Source: an optimization exercise on an open RTL-to-GDS flow (aim: a short achievable clock period and few clock cycles). Production flows keep margins and buffers that such runs may drop.
Only the layout flow was run in this run; the RTL was not checked for function there.
Power is estimated from default activity; no workload was simulated.

## design/flow/config.mk

```make
export PLATFORM = sky130hd
export DESIGN_NAME = TopLevel
export DESIGN_NICKNAME = TopLevel
export VERILOG_FILES = /design/flow/design.v
export SDC_FILE = /design/flow/constraint.sdc
export NUM_CORES = 4
export LEC_CHECK = 0
export ABC_CLOCK_PERIOD_IN_PS = 2000
export CAP_MARGIN = 20
export CORE_MARGIN = 2
export CORE_UTILIZATION = 40
export SETUP_SLACK_MARGIN = 2.0
export SLEW_MARGIN = 20
export TNS_END_PERCENT = 100
```

## design/flow/design.v

```verilog
package definitions;
localparam logic [2:0] _CMP     = 3'b000;
localparam logic [2:0] _BRANCH  = 3'b001;
localparam logic [2:0] _LOAD    = 3'b010;
localparam logic [2:0] _STORE   = 3'b011;
localparam logic [2:0] _XOR     = 3'b100;
localparam logic [2:0] _ADD     = 3'b101;
localparam logic [2:0] _SUB     = 3'b110;
localparam logic [2:0] _LSHIFT  = 3'b111;
endpackage
import definitions::*;
module TopLevel(
	input Reset,    
          Clk,	    
	output logic Ack,	    
	output [9:0] InstAddr,
	input  [8:0] InstData,
	output [7:0] DataAddr,
	output [7:0] DataWrite,
	output       DataWriteEn,
	input  [7:0] DataRead
);
function automatic logic [8:0] padd8(input logic [7:0] a, input logic [7:0] b, input logic cin);
  logic [7:0] g, t, gg, tt, gn, tn;
  logic [8:0] c;
  g = a & b;
  t = a | b;            
  gg = g; tt = t;
  for (int d = 1; d < 8; d = d * 2) begin
    gn = gg; tn = tt;
    for (int i = d; i < 8; i++) begin
      gn[i] = gg[i] | (tt[i] & gg[i-d]);
      tn[i] = tt[i] & tt[i-d];
    end
    gg = gn; tt = tn;
  end
  c[0] = cin;
  for (int i = 0; i < 8; i++) c[i+1] = gg[i] | (tt[i] & cin);
  padd8 = {c[8], (a ^ b) ^ c[7:0]};
endfunction
function automatic logic [9:0] pinc10(input logic [9:0] a);
  logic [9:0] r;
  for (int i = 0; i < 10; i++) r[i] = a[i] ^ (&(a | ~((10'd1 << i) - 10'd1)));
  pinc10 = r;
endfunction
function automatic logic ge7(input logic [6:0] a, input logic [6:0] b);
  logic [7:0] g, t;
  for (int i = 0; i < 7; i++) begin
    g[i] = a[i] & ~b[i];
    t[i] = a[i] | ~b[i];
  end
  g[7] = 1'b0; t[7] = 1'b1;
  for (int d = 1; d < 8; d = d * 2)
    for (int i = 0; i < 8; i += 2 * d) begin
      g[i + 2*d - 1] = g[i + 2*d - 1] | (t[i + 2*d - 1] & g[i + d - 1]);
      t[i + 2*d - 1] = t[i + 2*d - 1] & t[i + d - 1];
    end
  ge7 = g[7] | t[7];
endfunction
logic [9:0] pc;
logic [7:0] rf [0:7];       
logic       isVal;          
logic       halted, haltP;
logic [7:0] valDest;        
logic [7:0] opA, opB, imm;
logic [7:0] shOH;           
logic       xAdd, xSub, xXor, xLsl, xRdx, xInc, xLd, xImm, xShift, xCmp, xSt;
logic       xFc;            
logic       kill;           
logic [7:0] xWe;            
logic [7:0] resReg;
logic [7:0] rWe;
logic [7:0] curRf [0:7];
always_comb
  for (int i = 0; i < 8; i++) begin
    curRf[i] = rWe[i] ? resReg : rf[i];
    if (i == 7) curRf[i][7] = 1'b0;
  end
always_ff @(posedge Clk)
  for (int i = 0; i < 8; i++)
    if (Reset) rf[i] <= 8'd0;
    else       rf[i] <= curRf[i];
wire [7:0] sumAB  = padd8(opA, opB, 1'b0);
wire [7:0] diffAB = padd8(opA, ~opB, 1'b1);
wire [7:0] incB   = padd8(opB, 8'd0, 1'b1);
logic [7:0] lsl;
always_comb begin
  lsl = 8'd0;
  for (int j = 0; j < 8; j++)
    for (int k = 0; k <= j; k++)
      lsl[j] = lsl[j] | (shOH[k] & opA[j-k]);
end
wire [7:0] lfsr = {1'b0, curRf[7][5:0], ^(curRf[6][6:0] & curRf[7][6:0])};
wire [7:0] misc = ({8{xXor}}   & (opA ^ opB))
                | ({8{xLsl}}   & lsl)
                | ({8{xRdx}}   & {7'b0, ^opB})
                | ({8{xLd}}    & DataRead)
                | ({8{xImm}}   & imm)
                | ({8{xShift}} & lfsr);
wire [7:0] res  = ({8{xAdd}} & sumAB)
                | ({8{xSub}} & diffAB)
                | ({8{xInc}} & incB)
                | misc;
wire       fEx  = (xCmp & (opA[7] ^ opB[7] ^ ge7(opA[6:0], opB[6:0]))) | xFc;
wire [8:0] w  = InstData;
wire [2:0] op = w[8:6];
wire [2:0] fa = w[5:3];
wire [2:0] fb = w[2:0];
wire       run = ~halted;
logic       pendBge, predReg, foldedReg;
logic [9:0] altF, altFk, altUk;
logic       killF;
logic       eValidR, eFR;
wire        misE = pendBge & ~kill & eValidR & (eFR ^ predReg);
wire        go   = run & ~kill & ~misE;
wire        fUse = fEx & ~foldedReg;
wire        misF = pendBge & ~kill & ~eValidR & (fEx ^ predReg);
wire isBrGrp  = ~isVal & (op == _BRANCH);
wire isBr     = isBrGrp & (w[3:0] != 4'd0);
wire isHalt   = isBrGrp & (w[3:0] == 4'd0) & w[5];
wire isShift  = isBrGrp & (w[3:0] == 4'd0) & ~w[5];
wire isBgeU   = isBr & w[5];
wire predU    = w[4];
wire taken    = isBr & (~w[5] | predU);
wire misU     = go & ~misF & isBgeU & (fUse ^ predU);
wire mis      = misF | misU;
wire isMov1   = ~isVal & (w[8:3] == 6'b111111);
wire isRdx    = ~isVal & (w[8:3] == 6'b111110);
wire isLslA   = ~isVal & (op == _LSHIFT) & (fa[2:1] != 2'b11);
wire isInc    = ~isVal & (op == _CMP) & (fa == 3'b111);
wire isLd     = ~isVal & (op == _LOAD);
wire isSt     = ~isVal & (op == _STORE);
wire isXor    = ~isVal & (op == _XOR);
wire isAdd    = ~isVal & (op == _ADD);
wire isSub    = ~isVal & (op == _SUB) & (fa != fb);
wire isZero   = ~isVal & (op == _SUB) & (fa == fb);    
wire isCmpF   = (op == _CMP);        
wire pNormal  = isVal | ~((op == _BRANCH) | (w[8:3] == 6'b111111));
wire [9:0] pcInc  = pinc10(pc);
localparam int NT = 8;
logic       tValid [NT];
logic       tCtx   [NT];      
logic [9:0] tTag   [NT];      
logic [9:0] tTagM  [NT];      
logic       tIsB   [NT];      
logic       tIsBge [NT];      
logic       tFus   [NT];      
logic       tFcmp  [NT];      
logic       tFval  [NT];      
logic [9:0] tT     [NT];      
logic [1:0] tCtr   [NT];      
logic [2:0] tNext;            
logic [NT-1:0] hitV0, hitV1, hitV;
always_comb
  for (int i = 0; i < NT; i++) begin
    hitV0[i] = tValid[i] & (tTag[i] == pc);
    hitV1[i] = tValid[i] & (tTagM[i] == pc);
  end
logic [6:0] lF0, lF1;    
logic [9:0] lT0, lT1;
always_comb begin
  lF0 = '0; lF1 = '0; lT0 = '0; lT1 = '0;
  for (int i = 0; i < NT; i++) begin
    lF0 |= {7{hitV0[i]}} & {tCtx[i], tIsB[i], tIsBge[i], tFus[i], tFval[i], tCtr[i][1], tFcmp[i]};
    lF1 |= {7{hitV1[i]}} & {tCtx[i], tIsB[i], tIsBge[i], tFus[i], tFval[i], tCtr[i][1], tFcmp[i]};
    lT0 |= {10{hitV0[i]}} & tT[i];
    lT1 |= {10{hitV1[i]}} & tT[i];
  end
end
assign hitV = fuse ? hitV1 : hitV0;
wire [6:0] lF = fuse ? lF1 : lF0;
wire [9:0] lT = fuse ? lT1 : lT0;
logic          fiHit, fiCtx, fiIsB, fiIsBge, fiFus, fiFval, fiPred, fiFcmp;
logic [9:0]    fiT;
logic [NT-1:0] fiHitV, pendHitV, ctrV;
logic          ctrUpd, ctrUp;
logic          seqReg, tkReg, seq1Reg, prevNormal, prevMov1, tkFold, chainR;
logic [9:0]    chainT;
logic [NT-1:0] chainV;
logic [9:0]    prevPc, prevPrevPc;
wire seqE    = fiHit & seqReg & ~fiCtx;
wire tgtE    = fiHit & seqReg &  fiCtx;
wire foldB   = seqE & pNormal & fiIsB;
wire foldBge = seqE & pNormal & fiIsBge;
wire fuseCmp = seqE & isMov1 & fiFus & fiFcmp & (fiT[5:3] != fb) & (fiT[2:0] != fb);
wire fuse    = (seqE & isMov1 & fiFus & ~fiFcmp) | fuseCmp;
wire tgtFold = tgtE & fiIsB;           
wire [9:0] pcInc2 = {pinc10({1'b0, pc[9:1]}), pc[0]};
wire [8:0] loSum = padd8({3'b0, pc[4:0]}, {3'b0, w[4:0]}, 1'b0);
wire [4:0] hiP   = pinc10({5'b0, pc[9:5]});
wire [4:0] hiM   = ~pinc10({5'b0, ~pc[9:5]});
wire [4:0] hiBr  = (loSum[5] ^ w[4]) ? (w[4] ? hiM : hiP) : pc[9:5];
wire [9:0] pcBr  = {hiBr, loSum[4:0]};
wire [9:0] pcTk  = tgtFold ? fiT : pcBr;
wire [9:0] pcNt  = (foldB | (foldBge & fiPred)) ? fiT
                 : ((foldBge & ~fiPred) | fuse) ? pcInc2 : pcInc;
wire [9:0] pcNext = kill ? (killF ? altFk : altUk) : misE ? altF : (taken ? pcTk : pcNt);
wire [9:0] altU   = predU ? pcInc : pcTk;
wire        wIsBPat   = (op == _BRANCH) & (w[3:0] != 4'd0) & ~w[5];
wire        wIsBgePat = (op == _BRANCH) & (w[3:0] != 4'd0) &  w[5];
wire        wFcmp     = (op == _CMP) & (fa != fb);
wire        wFval     = (op == _CMP);
logic       lHit;
always_comb begin
  lHit = 1'b0;
  for (int i = 0; i < NT; i++) lHit |= tValid[i] & (tTag[i] == prevPrevPc);
end
logic       lrn, lrnCtx, lrnIsB, lrnIsBge, lrnFus, lrnFval, lrnCtr1, lrnFcmp;
logic [9:0] lrnTag, lrnTagM, lrnT;
wire        asVal = seqReg & prevMov1 & isVal;
wire        asBr  = (seqReg & prevNormal & (wIsBPat | wIsBgePat)) | (tkReg & wIsBPat);
wire        chain = tkFold & go & isBr & ~w[5];
wire        learn = seq1Reg & ~lHit & ~(lrn & (lrnTag == prevPrevPc)) & (asVal | asBr);
wire [7:0] aOH = 8'd1 << fa;
wire [7:0] bOH = 8'd1 << fb;
wire [7:0] weD = isVal ? valDest
               : ({8{isLd | isXor | isAdd | isSub | isZero | isLslA}} & aOH)
               | ({8{isMov1 | isRdx | isInc}} & bOH)
               | {isShift, 7'b0};
wire [7:0] xWeK = xWe & {8{~kill}};
function automatic logic [7:0] rdReg(input logic [2:0] r, input logic [7:0] k,
                                     input logic [7:0] x, input logic [63:0] cur);
  logic f, f7;
  logic [7:0] c;
  f  = k[r];
  f7 = k[r] & (r != 3'd7);
  c  = cur[r*8 +: 8];
  rdReg = {f7 ? x[7] : c[7], f ? x[6:0] : c[6:0]};
endfunction
wire [63:0] curRfP = {curRf[7], curRf[6], curRf[5], curRf[4], curRf[3], curRf[2], curRf[1], curRf[0]};
wire [7:0] rdAw = rdReg(fa, xWeK, res, curRfP);
wire [7:0] rdBw = rdReg(fb, xWeK, res, curRfP);
wire [7:0] rdAv = rdReg(fiT[5:3], xWeK, res, curRfP);
wire [7:0] rdBv = rdReg(fiT[2:0], xWeK, res, curRfP);
wire [7:0] rdA = fuseCmp ? rdAv : rdAw;
wire [7:0] rdB = fuseCmp ? rdBv : rdBw;
wire       xImmK  = xImm & ~kill;
wire       efA    = fuseCmp ? xWeK[fiT[5:3]] : xWeK[fa];
wire       efB    = fuseCmp ? xWeK[fiT[2:0]] : xWeK[fb];
wire [7:0] eA     = fuseCmp ? rdReg(fiT[5:3], xWeK, imm, curRfP) : rdReg(fa, xWeK, imm, curRfP);
wire [7:0] eB     = fuseCmp ? rdReg(fiT[2:0], xWeK, imm, curRfP) : rdReg(fb, xWeK, imm, curRfP);
wire       setsC  = isCmpF | fuseCmp;
wire       eValid = ~setsC | ((~efA | xImmK) & (~efB | xImmK));
wire       eF     = setsC ? (eA[7] ^ eB[7] ^ ge7(eA[6:0], eB[6:0])) : (fuse & fiFval);
always_ff @(posedge Clk) begin
  if (Reset) begin
    pc        <= 10'd0;
    isVal     <= 1'b0;
    halted    <= 1'b0;
    haltP     <= 1'b0;
    valDest   <= 8'd0;
    {xAdd, xSub, xXor, xLsl, xRdx, xInc, xLd, xImm, xShift, xCmp, xSt, xFc} <= '0;
    xWe       <= 8'd0;
    rWe       <= 8'd0;
    kill      <= 1'b0;
    killF     <= 1'b0;
    pendBge   <= 1'b0;
    foldedReg <= 1'b0;
    seqReg    <= 1'b0;
    tkReg     <= 1'b0;
    seq1Reg   <= 1'b0;
    tkFold    <= 1'b0;
    chainR    <= 1'b0;
    fiHit     <= 1'b0;
    tNext     <= 3'd0;
    lrn       <= 1'b0;
  end else begin
    pc        <= pcNext;
    isVal     <= go & isMov1 & ~fuse;
    haltP     <= go & isHalt;
    halted    <= halted | (haltP & ~kill);
    valDest   <= bOH;
    xAdd      <= go & isAdd;
    xSub      <= go & isSub;
    xXor      <= go & isXor;
    xLsl      <= go & (isLslA | (isMov1 & ~fuse));
    xRdx      <= go & isRdx;
    xInc      <= go & isInc;
    xLd       <= go & isLd;
    xImm      <= go & (isVal | fuse | isZero);
    xShift    <= go & isShift;
    xCmp      <= go & (isCmpF | fuseCmp);
    xSt       <= go & isSt;
    xFc       <= go & fuse & ~fuseCmp & fiFval;
    xWe       <= {8{go}} & weD;
    rWe       <= xWeK;
    kill      <= mis;
    killF     <= misF;
    pendBge   <= go & foldBge;
    foldedReg <= go & (taken ? tgtFold : (foldB | foldBge));
    seqReg    <= go & ~taken & ~foldB & ~foldBge;
    tkFold    <= go & (foldB | (foldBge & fiPred));
    chainR    <= chain;
    tkReg     <= go & taken & ~tgtFold;
    seq1Reg   <= fuse | seqReg;
    fiHit     <= |hitV;
    tNext     <= lrn ? tNext + 3'd1 : tNext;
    lrn       <= learn;
  end
  lrnCtx     <= tkReg;
  lrnTag     <= prevPrevPc;
  lrnTagM    <= ~pinc10(~prevPrevPc);
  lrnIsB     <= asBr & wIsBPat;
  lrnIsBge   <= asBr & wIsBgePat;
  lrnFus     <= asVal;
  lrnFval    <= wFval;
  lrnFcmp    <= wFcmp;
  lrnT       <= asVal ? {2'b0, w[7:0]} : pcBr;
  lrnCtr1    <= w[4];
  predReg    <= fiPred;
  if (foldBge) altF <= fiPred ? pcInc2 : fiT;
  altFk      <= altF;
  altUk      <= altU;
  ctrUpd     <= pendBge & ~kill;
  ctrUp      <= fEx;
  eValidR    <= eValid;
  eFR        <= eF;
  ctrV       <= pendHitV;
  chainV     <= pendHitV;
  chainT     <= pcBr;
  pendHitV   <= fiHitV;
  {fiCtx, fiIsB, fiIsBge, fiFus, fiFval, fiPred, fiFcmp} <= lF;
  fiT        <= lT;
  fiHitV     <= hitV;
  prevPc     <= fuse ? pcInc : pc;
  prevPrevPc <= fuse ? pc : prevPc;
  prevNormal <= fuse | pNormal;        
  prevMov1   <= isMov1 & ~fuse;
  opA    <= rdA;
  opB    <= rdB;
  imm    <= fuse ? fiT[7:0] : isZero ? 8'd0 : w[7:0];
  shOH   <= bOH;
  resReg <= res;
end
always_ff @(posedge Clk) begin
  for (int i = 0; i < NT; i++) begin
    if (Reset) tValid[i] <= 1'b0;
    else if (lrn && tNext == i) begin
      tValid[i] <= 1'b1;
      tCtx[i]   <= lrnCtx;
      tTag[i]   <= lrnTag;
      tTagM[i]  <= lrnTagM;
      tIsB[i]   <= lrnIsB;
      tIsBge[i] <= lrnIsBge;
      tFus[i]   <= lrnFus;
      tFval[i]  <= lrnFval;
      tFcmp[i]  <= lrnFcmp;
      tT[i]     <= lrnT;
      tCtr[i]   <= lrnCtr1 ? 2'd2 : 2'd1;    
    end else if (chainR && chainV[i]) begin
      tT[i]     <= chainT;
    end else if (ctrUpd && ctrV[i]) begin
      if (ctrUp) tCtr[i] <= (tCtr[i] == 2'd3) ? 2'd3 : tCtr[i] + 2'd1;
      else     tCtr[i] <= (tCtr[i] == 2'd0) ? 2'd0 : tCtr[i] - 2'd1;
    end
  end
end
assign InstAddr    = pc;
assign DataAddr    = opB;
assign DataWrite   = opA;
assign DataWriteEn = xSt & ~kill;    
assign Ack         = haltP & ~kill;
endmodule
```

## design/flow/constraint.sdc

```tcl
create_clock -name core_clock -period 4.2 [get_ports {Clk}]
set_input_delay 0.8400 -clock core_clock [delete_from_list [all_inputs] [get_ports {Clk}]]
set_output_delay 0.8400 -clock core_clock [all_outputs]
set_load 0.01 [all_outputs]
```

## design/flow/run.sh

```bash
#!/bin/bash
# synth_recipe.tcl (not shown) runs the flow's synth.tcl, then flattens the netlist and writes it again
# the make line also repeats each setting of config.mk as NAME=value (left out here)
make -C /OpenROAD-flow-scripts/flow DESIGN_CONFIG=/design/flow/config.mk WORK_HOME=/design/flow/orfs CLKGATE_MAP_FILE= SYNTH_SCRIPT=/design/flow/synth_recipe.tcl finish
```

==> impl_results.md <==
- Status: finished clean
- RSZ-0062 raised after global routing: yes
- Clk sink count: 623
- Dominant synthesized flop cell: edfxtp_1
- Post-synth EDFFs: 314
- Slew Limit Headroom: 0.3426
- Worst-skew pair later-pin latency: 650 ps
- Worst min path class: reg2reg
- Most instantiated library cell after synthesis: edfxtp_1
- Post-synthesis sequential area ratio: 0.4837
- Worst hold endpoint: pendHitV[2]$_DFF_P_
- Crit Path Class: reg2reg
- Synth area leaders: edfxtp_1 (29%), dfxtp_1 (19%), xnor2_1 (7.2%), mux2_2 (4.6%), mux2i_1 (3.2%)
- First-pass GRT wire length: 185,400 um
- Crit path time final: 3083 ps
- Via count: 28,310
- Final period utilization: 0.7340
- Routed wire length: 129,800 um
- R2R depth: 10
- Initial Util: 0.4028
- Share of cells above drive strength 1: 0.3304
- Worst slew pin tran: 983.7 ps
- Max Buffers Root-to-Sink: 3
- GP Congestion: 0.9784
- Overflow left after global routing: 0
- Synth Warn #: 14
- Row count: 104
- WP data arrival: 3590 ps
- Area after DPL: 0.03520 mm^2
- Max Transition Viols Final: 0
- P_leak: 15.82 nW
- R2R Path End: eFR$_DFF_P_
- Fmax: 324.4 MHz
- Final HPWL from detailed placement: 84,310 um
- Detailed Routing Iterations Pass 1: 7
- Met3 Use GR: 0.04366
- Yosys top cell by area: edfxtp_1
- Mapped Cells: 3,115
- CTS tree: built
- Vias per Instance: 6.153
- Final Hold Viols: 0
- Most instantiated cells after synthesis: edfxtp_1 (314), dfxtp_1 (309), xnor2_1 (265)
- Yosys reg bits: 623
- Tot GR Track Use: 0.3033
- Initial antenna violation count: 4
- Area Overhead vs Synth: 33.42%
- Total Nets Final: 3,564
- Reg2reg setup slack: 1120 ps
- Worst setup EP type: register
- Layout Utilization: 0.5373
- Worst VDD drop: 0.3713 mV
- Max_cap viols: 0
- Fillers: 6,891
- Die area: 0.08300 mm^2
- Final setup viols: 0
- CTS Buf Count: 70
- Final worst setup slack: 1117 ps
- Synth cell types: 80
- Skew final: 27.41 ps
- Post-CTS Hold Buffers: 0
- 1st-iter DRT viols: 3,316
- Placed cells: 4,174
- DRC violations left: 0
- Synthesized area: 0.03228 mm^2
- Total Power Consumption: 16.07 mW
- H-tree depth reported by CTS: 3
- Met2 Track Usage GR: 0.5005
- Core area: 0.08016 mm^2
- Syn_nets: 3,196
- Root Driver: clkbuf_16
- Mean area per synthesized cell: 10.36 um^2
- M1 GR Usage: 0.3860
- Critical Path RT: 4710 ps
- WHS: 315.7 ps
- Hold Path Depth: 0
- Pre-CTS WS: 154.2 ps
- Number of global-route vias before repair: 27,510
- Hold Crit Start: fiHitV[2]$_DFF_P_
- Drt wl/cell: 28.20 um
- Largest net degree at the start of global routing: 38
- Die Ht: 288.1 um
- I/O pin count: 47
- Clock-pin slew on the worst setup and hold paths: 70 ps
- Busiest layer in global routing: met2
- CP Max Fanout: 16
- Buffers added on ports: 46
- Die width: 288.1 um
- Async SR Flop Fraction: 0
- P per Cell Area: 373.1 mW/mm^2
- Non-Filler Instances: 4,602
- R2R Path Start: rWe[3]$_SDFF_PP0_
- Final ANT Viol Nets: 0
- Critical path launch point type: register
- Synth top area share: 0.2921
- Cell area after layout: 0.04307 mm^2
- Post-route setup TNS: 0 ps
-- critical path, stage by stage (launching register included) --
cell     delay [ps]
dfxtp_2         480
buf_6           230
mux2_2          390
mux4_2          480
o21ai_0         490
nor2_1          150
a22oi_1         180
o31ai_1          90
a21o_1          190
xnor2_1         190
mux2i_1          90
-- worst max-delay path by stage --
| stage | startpoint | endpoint | slack, ps | cells after the start |
|---|---|---|---|---|
| 6_report | rWe[3]$_SDFF_PP0_ | eFR$_DFF_P_ | 1120 | 10 |
| 5_1_grt | fiT[0]$_DFF_P_ | eFR$_DFF_P_ | 1070 | 12 |
| 4_1_cts | fiT[1]$_DFF_P_ | eFR$_DFF_P_ | 1200 | 12 |
| 3_5_place_dp | InstData[0] | pc[5]$_SDFF_PP0_ | 150 | 14 |
| 3_3_place_gp | InstData[5] | eFR$_DFF_P_ | 140 | 13 |
| 2_1_floorplan | InstData[1] | eFR$_DFF_P_ | 880 | 13 |
-- layout make-up --
class | instances | area [um^2] | share of cell area
multi-input combinational | 2170 | 17570 | 0.4079
sequential | 623 | 15770 | 0.3660
timing repair buffer | 527 | 5602 | 0.1301
clock buffer | 95 | 1958 | 0.04546
tap | 1060 | 1326 | 0.03079
clock inverter | 35 | 445.4 | 0.01034
inverter | 91 | 405.4 | 0.009412
antenna | 1 | 2.502 | 0.00005810
-- cell families (layout without fill, tap and decap cells) --
logic type | Yosys count | in the layout | share of synthesized area
AND/OR/NAND/NOR | 832 | 832 | 0.1253
AO/OA/AOI/OAI | 708 | 708 | 0.1536
flip-flops | 623 | 623 | 0.4837
buffers and inverters | 322 | 748 | 0.03860
XOR/XNOR | 318 | 318 | 0.08627
multiplexers | 248 | 248 | 0.08744
adder cells (fa/ha/maj) | 64 | 64 | 0.02511
other | 0 | 1 | 0
-- per-layer routing --
metal / up-vias / share of wire
met5: - / 0.00010
met4: 2 / 0.060
met3: 410 / 0.082
met2: 1593 / 0.47
met1: 14020 / 0.39
li1: 12290 / -
-- state kept, by name (all words and copies together), names as in the netlist, 16 cells and up --
name   count
rf        63
tTag      80
tT        80
tCtr      16
tTagM     80
-- layout by cell type, fill, tap and decap left out, drive strengths merged, types with 16 or more instances in the layout --
cell type    n
o22ai       18
clkbuf     100
a21o        16
nor4        20
a211oi      30
nand4       58
a22o        53
xor2        53
mux2       132
a31oi       22
a22oi       73
inv         97
xnor2      265
a2111oi     17
clkinv      20
nand2b      30
dfxtp      309
o211ai      19
o221ai      24
nand2      184
nor2       250
a21oi      165
a221oi      75
nand3       73
edfxtp     314
nor3        94
ha          60
nor2b       46
or3         16
o21ai      101
mux2i      102
buf        490
-- power by group --
part           switching, mW  internal, mW  leakage [nW]
combinational           1.32          1.25          9.24
clock                   2.72          3.67          1.18
sequential             0.457          6.65          5.41
total                   4.50          11.6          15.8
-- timing repair --
action / 4_1_cts / 5_1_grt
setup buffers: 213 / 71
hold endpoints to repair: 0 / 0
pin swaps: 118 / 113
gates cloned: 10 / 3
setup endpoints to repair: 323 / 153
gates resized for setup: 526 / 211

-- afterwards: timing with drivers on the ports --
The results above use ideal ports. As a check the final layout listed here was re-extracted and re-timed, cells and wires unchanged.
Step 1: set_driving_cell puts a clkbuf_16 on Clk and a buf_2 on each other input, an assumption about the parent block.
Step 2 moves the port delays by t, midway between the first and last clock arrival at a register: inputs arrive t later, outputs are due t later. That takes back most of the time a late clock gives input paths.
a / b / c = no drivers / after step 1 / after step 2; a / b = the first two.
t, ns: 0.698
slack for setup (ns): 1.117 / 1.117 / 0.523
latest minus earliest clock arrival (ns): 0.032 / 0.031
worst slew at a driven data input, ns: 0.12
After both steps this run still meets setup and hold. The setup slack of this run moves by 0.000 ns with the drivers and by -0.594 ns with both steps.
